Source: an optimization exercise on an open RTL-to-GDS flow (aim: small area). Production flows keep margins and buffers that such runs may drop. In this exercise RTL edits were held to simulation tests only and were not proved equivalent to the original. Power figures rest on the tool's default switching activity, not on a simulated workload.

[flow/design.v]
`timescale 1ns / 1ps
module button_debouncer (
    input  clk,
    input  reset,
    input  in,
    output reg state
);
    localparam [7:0] POL = 8'b1010_1010;
    reg  [7:0] r;                        
    wire [7:0] c = r ^ POL;              
    wire diff = in ^ state;
    wire term = (c & 8'hF5) == 8'h00;
    wire run  = ~reset & diff & ~term;
    wire [7:0] nc = run ? {c[6:0], c[2] ^ c[7]} : 8'h04;
    always @(posedge clk) begin
        r <= nc ^ POL;
        if (reset)
            state <= 1'b0;
        else if (diff && term)
            state <= in;
    end
endmodule
`timescale 1ns / 1ps
module parking_meter_top(
    input clk,
    input reset,
    input buttonU, buttonL, buttonR, buttonD,
    input switch0, switch1,
    output [3:0] an,
    output [6:0] sseg
);
    wire dU, dL, dR, dD, dS0, dS1;
    button_debouncer db0 (.clk(clk), .reset(reset), .in(buttonU), .state(dU));
    button_debouncer db1 (.clk(clk), .reset(reset), .in(buttonL), .state(dL));
    button_debouncer db2 (.clk(clk), .reset(reset), .in(buttonR), .state(dR));
    button_debouncer db3 (.clk(clk), .reset(reset), .in(buttonD), .state(dD));
    button_debouncer db4 (.clk(clk), .reset(reset), .in(switch0), .state(dS0));
    button_debouncer db5 (.clk(clk), .reset(reset), .in(switch1), .state(dS1));
    reg [13:0] E;
    wire wrap     = (E == 14'd12799);
    wire tick     = (E == 14'd8);       
    wire fast_ev  = (E == 14'd7) || (E == 14'd6407);
    wire apply    = (E == 14'd82);      
    always @(posedge clk) begin
        if (reset)
            E <= 14'd8;
        else if (wrap)
            E <= 14'd0;
        else
            E <= E + 1'b1;
    end
    wire       nz  = dU | dL | dR | dD;
    wire [1:0] idx = dD ? 2'd3 : dR ? 2'd2 : dL ? 2'd1 : 2'd0;
    reg  [1:0] prev_idx;
    reg        prev_nz;
    reg        pend;
    reg  [2:0] op;    
    always @(posedge clk) begin
        if (reset)
            pend <= 1'b0;
        else if (tick)
            pend <= nz & (~prev_nz | (idx != prev_idx));
        if (tick) begin
            prev_nz  <= nz;
            prev_idx <= idx;
            if (dS1)        op <= 3'b010;
            else if (dS0)   op <= 3'b001;
            else if (pend)  op <= {1'b1, prev_idx};
            else            op <= 3'b000;
        end
    end
    reg [3:0] d0, d1, d2, d3;
    wire zero = ~|{d3, d2, d1, d0};
    wire b1 = (d0 == 0);
    wire b2 = b1 & (d1 == 0);
    wire b3 = b2 & (d2 == 0);
    wire [3:0] m0 = b1 ? 4'd9 : d0 - 1'b1;
    wire [3:0] m1 = b1 ? ((d1 == 0) ? 4'd9 : d1 - 1'b1) : d1;
    wire [3:0] m2 = b2 ? ((d2 == 0) ? 4'd9 : d2 - 1'b1) : d2;
    wire [3:0] m3 = b3 ? d3 - 1'b1 : d3;
    reg [3:0] at, ah;
    always @(*) begin
        case (op[1:0])
            2'd0: begin at = 4'd1; ah = 4'd0; end    
            2'd1: begin at = 4'd8; ah = 4'd1; end    
            2'd2: begin at = 4'd0; ah = 4'd2; end    
            default: begin at = 4'd5; ah = 4'd5; end  
        endcase
    end
    wire [4:0] st  = d1 + at;
    wire       c1  = st > 9;
    wire [3:0] s1  = c1 ? st - 5'd10 : st[3:0];
    wire [4:0] sh  = d2 + ah + c1;
    wire       c2  = sh > 9;
    wire [3:0] s2  = c2 ? sh - 5'd10 : sh[3:0];
    wire [4:0] sk  = d3 + c2;
    wire       c3  = sk > 9;
    wire [3:0] s3  = sk[3:0];
    always @(posedge clk) begin
        if (reset) begin
            {d3, d2, d1, d0} <= 16'h0000;
        end else if (apply) begin
            case (op)
                3'b000: if (!zero) {d3, d2, d1, d0} <= {m3, m2, m1, m0};
                3'b001: {d3, d2, d1, d0} <= 16'h0010;
                3'b010: {d3, d2, d1, d0} <= 16'h0205;
                3'b100, 3'b101, 3'b110, 3'b111:
                    {d3, d2, d1, d0} <= c3 ? 16'h9999 : {s3, s2, s1, d0};
                default: ;
            endcase
        end
    end
    reg flash_slow, flash_fast;
    always @(posedge clk) begin
        if (reset)
            flash_slow <= 1'b0;
        else if (tick)
            flash_slow <= (d3 == 0 && d2 < 2 && !zero) ? ~flash_slow : 1'b0;
        if (reset)
            flash_fast <= 1'b0;
        else if (fast_ev)
            flash_fast <= zero ? ~flash_fast : 1'b0;
    end
    wire [1:0] sel = E[5:4];
    reg  [3:0] dig;
    always @(*) begin
        case (sel)
            2'd0: dig = d0;
            2'd1: dig = d1;
            2'd2: dig = d2;
            default: dig = d3;
        endcase
    end
    reg [6:0] seg;
    always @(*) begin
        case (dig)
            4'd0: seg = 7'b1000000;
            4'd1: seg = 7'b1111001;
            4'd2: seg = 7'b0100100;
            4'd3: seg = 7'b0110000;
            4'd4: seg = 7'b0011001;
            4'd5: seg = 7'b0010010;
            4'd6: seg = 7'b0000010;
            4'd7: seg = 7'b1111000;
            4'd8: seg = 7'b0000000;
            4'd9: seg = 7'b0010000;
            default: seg = 7'b1111111;
        endcase
    end
    assign sseg = (flash_fast | flash_slow) ? 7'b1111111 : seg;
    assign an   = ~(4'b0001 << sel);
endmodule
[flow/run.sh]
#!/bin/bash
# synth_recipe.tcl (not shown) runs the flow's synth.tcl, then flattens the netlist and writes it again
# the make line also repeats each setting of config.mk as NAME=value (left out here)
make -C /OpenROAD-flow-scripts/flow DESIGN_CONFIG=/design/flow/config.mk WORK_HOME=/design/flow/orfs CLKGATE_MAP_FILE= SYNTH_SCRIPT=/design/flow/synth_recipe.tcl finish
[flow/config.mk]
export PLATFORM = sky130hd
export DESIGN_NAME = parking_meter_top
export DESIGN_NICKNAME = parking_meter_top
export VERILOG_FILES = /design/flow/design.v
export SDC_FILE = /design/flow/constraint.sdc
export NUM_CORES = 4
export LEC_CHECK = 0
export CAP_MARGIN = 20
export CORE_MARGIN = 2
export CORE_UTILIZATION = 40
export SLEW_MARGIN = 20
[flow/constraint.sdc]
create_clock -name core_clock -period 10.0 [get_ports {clk}]
set_input_delay 2.0000 -clock core_clock [delete_from_list [all_inputs] [get_ports {clk}]]
set_output_delay 2.0000 -clock core_clock [all_outputs]
set_load 0.01 [all_outputs]
==> run notes <==
==> layer usage <==
layer | vias up | global-route usage | routed length [µm]
li1 | 1973 | - | -
met5 | - | 0 | 0
met1 | 1856 | 0.2317 | 5186
met4 | 0 | 0.06104 | 166
met2 | 115 | 0.2761 | 4807
met3 | 18 | 0.03441 | 542
==> cell type report <==
cell class / count / share of cell area
Multi-Input combinational cell: 417 / 0.5154
Sequential cell: 93 / 0.3489
Clock buffer: 11 / 0.04407
Timing Repair Buffer: 19 / 0.03408
Tap cell: 147 / 0.03339
Inverter: 24 / 0.01636
Clock inverter: 5 / 0.007724
==> power by group through the flow <==
stage / Clock [mW] / Combinational [mW] / Sequential (mW)
2_1_floorplan: 0 / 0.0916 / 0.409
3_3_place_gp: 0 / 0.121 / 0.412
3_5_place_dp: 0 / 0.122 / 0.413
4_1_cts: 0.330 / 0.123 / 0.405
5_1_grt: 0.348 / 0.138 / 0.407
6_report: 0.321 / 0.124 / 0.405
==> Yosys cell counts (4+ instances only) <==
cell / count / share of area
mux4_2: 4 / 0.018
and2_1: 9 / 0.011
nand3_1: 11 / 0.011
nand3b_1: 6 / 0.0092
or2_2: 5 / 0.0064
o221ai_1: 4 / 0.0071
nor4b_1: 6 / 0.011
a21oi_1: 18 / 0.018
nand2_1: 62 / 0.047
and3_1: 4 / 0.0051
o211a_1: 4 / 0.0082
edfxtp_1: 6 / 0.037
mux2i_1: 11 / 0.022
a211oi_1: 8 / 0.012
xor2_1: 20 / 0.036
nor3b_1: 5 / 0.0077
clkbuf_1: 12 / 0.0092
o21a_1: 5 / 0.0077
ha_1: 26 / 0.066
xnor2_1: 12 / 0.021
nor3_1: 15 / 0.015
inv_1: 22 / 0.017
nor2_1: 55 / 0.042
o21ai_0: 25 / 0.026
or3_1: 9 / 0.011
o211ai_1: 5 / 0.0077
nand4_1: 5 / 0.0064
o31ai_1: 6 / 0.0092
dfxtp_1: 87 / 0.36
nand2b_1: 10 / 0.013
nor2b_1: 21 / 0.027
==> kinds of logic (layout without fill, tap and decap cells) <==
kind of cell    count (synthesis)  count (layout)  share of synthesized area
xor+xnor                       33              33                    0.06178
compound gates                103             103                     0.1476
simple gates                  237             237                     0.2507
mux                            16              16                    0.04315
buf+inv                        39              59                    0.03012
flops                          93              93                     0.3921
fa+ha+maj                      28              28                    0.07455
==> registers in the layout, summed over array words and instances (netlist names), 2 cells and up <==
signal	count
E	14
d0	4
d1	4
d2	4
d3	4
db0.r	8
db1.r	8
db2.r	8
db3.r	8
db4.r	8
db5.r	8
op	3
prev_idx	2
==> worst min-delay path by stage <==
stage,from,endpoint,cells after the start
detailed placement,db5.r[1],db5.r[2],1
finish,db5.r[1],db5.r[2],1
global placement,db5.r[1],db5.r[2],1
CTS,db5.r[1],db5.r[2],1
global route,db5.r[1],db5.r[2],1
floorplan,db0.r[1],db0.r[2],1
==> per-stage QoR <==
step | hold WS, ps | power, mW | std cells | cell area, µm²
floorplan | 343.4 | 0.5011 | 549 | 4901
global placement | 345.6 | 0.5329 | 700 | 5223
detailed placement | 349.6 | 0.5347 | 700 | 5223
CTS | 365.1 | 0.8581 | 716 | 5508
global route | 381.7 | 0.8924 | 716 | 5508
finish | 362.7 | 0.8498 | 716 | 5508
==> flow_summary.yaml <==
finish:
  fin_nets: 600
  final_cell_mix: "87 x dfxtp_1, 62 x nand2_1, 55 x nor2_1"
  final_common_cell: "dfxtp_1"
  drive_gt1_frac: 0.07030
  nFillCells: 1137
  multi_input_area_mm2: 0.002839
  register_area_mm2: 0.001922
  area_delta_synth_final_pct: 12.38
  fin_util: 0.4605
  num_antenna_cells: 0
drt:
  first_iter_violations: 337
  first_pass_iters: 5
  drt-total-wl_um: 10700
  ant_nets: 0
  wl_per_cell_um: 14.95
  post-route-drc-count: 0
  vias_per_cell: 5.534
  num_vias: 3962
clocking:
  clk_latency_ps: 340
  clock-sinks: 93
  post_cts_resized: 0
  cts_max_level: 3
  root_buffer: "clkbuf_16"
  cts.path.max_buffers: 2
  cts_setup_buffers: 0
  cts_tree: "done"
  numCtsBuffers: 9
  clk_pin_slew_worst_paths_ps: 70
  hold_buffers: 0
power_and_ir_drop:
  irDropWorstVdd_v: 0.0001496
  power.switching_mw: 0.2320
  p_seq_frac: 0.476
  p_leak_nw: 2.133
  combPwrFrac: 0.145
  p_int_mw: 0.6178
  share_clk_of_total_power: 0.378
  swShare: 0.2730
  power_per_cell_area_mw_per_mm2: 154.3
logic_synthesis:
  syn-num-nets: 585
  yosys_warnings: 2
  yosys_register_bits: 93
  ys_seq_area_frac: 0.3921
  synthArstFlopShare: 0
  synth_edf_count: 6
  syn_inst: 549
  post_synth_num_cell_types: 64
  avgSynthCellArea_um2: 8.927
  syn_area_mm2: 0.004901
  synth_top_flop_cell: "dfxtp_1"
setup_path:
  cp_top_family: "adder cells"
  cp-start-kind: "flip-flop"
  reg2reg_depth: 28
  end_kind: "flip-flop"
  cp_common_cell: "ha_1"
  rr_startpoint: "op[1]"
  worstSetupPathType: "flip-flop to flip-flop"
  endpoint: "d0[1]"
  ff2ff_setup_slack_ps: 3350
  crit_cells: 28
  worst_r2r_endpoint: "d0[1]"
  critical_path.startpoint: "op[1]"
  worstPathMaxFanout: 6
  path_buf_inv: 3
  required_ps: 10270
  cp_slowest_cell: "o31ai_1"
  slowest_delay_ps: 770
  arrival_ps: 6920
floorplan:
  die_area_mm2: 0.01315
  die_x_um: 114.7
  fp.dieH_um: 114.7
  placementRows: 40
  core_mm2: 0.01196
  start_util: 0.4097
  top_level_ports: 19
timing:
  finalMaxSlewViolations: 0
  hold_viol: 0
  rsz0062_at_grt: "false"
  slew_headroom: 0.3530
  period_share: 0.6647
  fmax_mhz: 150.4
  fin_ws_ps: 3353
  worstMarginPinSlew_ps: 960.0
  period_minus_slack_ps: 6647
  setup_viol: 0
  tns_ps: 0
  clock_skew_ps: 11.72
grt:
  antenna_found_initial: 0
  grtUsageTotal: 0.1723
  grt_overflow: 0
  grt_pass1_wl_um: 18180
  grt_pass1_vias: 3774
  grt_max_degree: 37
placement:
  dp_slack_ps: 3450
  gp_congestion: 0.8828
  port_buffers: 18
  dp_hpwl_um: 7881
job:
  drv_cap: 0
run_status:
  status: "no timing/DRC/antenna violations"
worst_hold_path:
  worstHoldPathType: "flip-flop to flip-flop"

port drivers added, routing unchanged:
The flow's constraints put no driver on any port. The routed layout listed below was extracted and timed again, unchanged, in two steps. Step 1 assumes that a clkbuf_16 drives the clock port and a buf_2 every other input. Step 2 moves the port delays by t, midway between the first and last clock arrival at a register: inputs arrive t later, outputs are due t later. That takes back most of the time a late clock gives input paths. Three values: ideal, step 1, step 2; two values: the first two.
shift t [ns]: 0.375
slack for setup (ns): 3.353 / 3.353 / 3.353
worst register clock-pin slew, ns: 0.07 / 0.07
After both steps this run still meets setup and hold. The setup slack of this run moves by 0.000 ns with the drivers and by 0.000 ns with both steps.
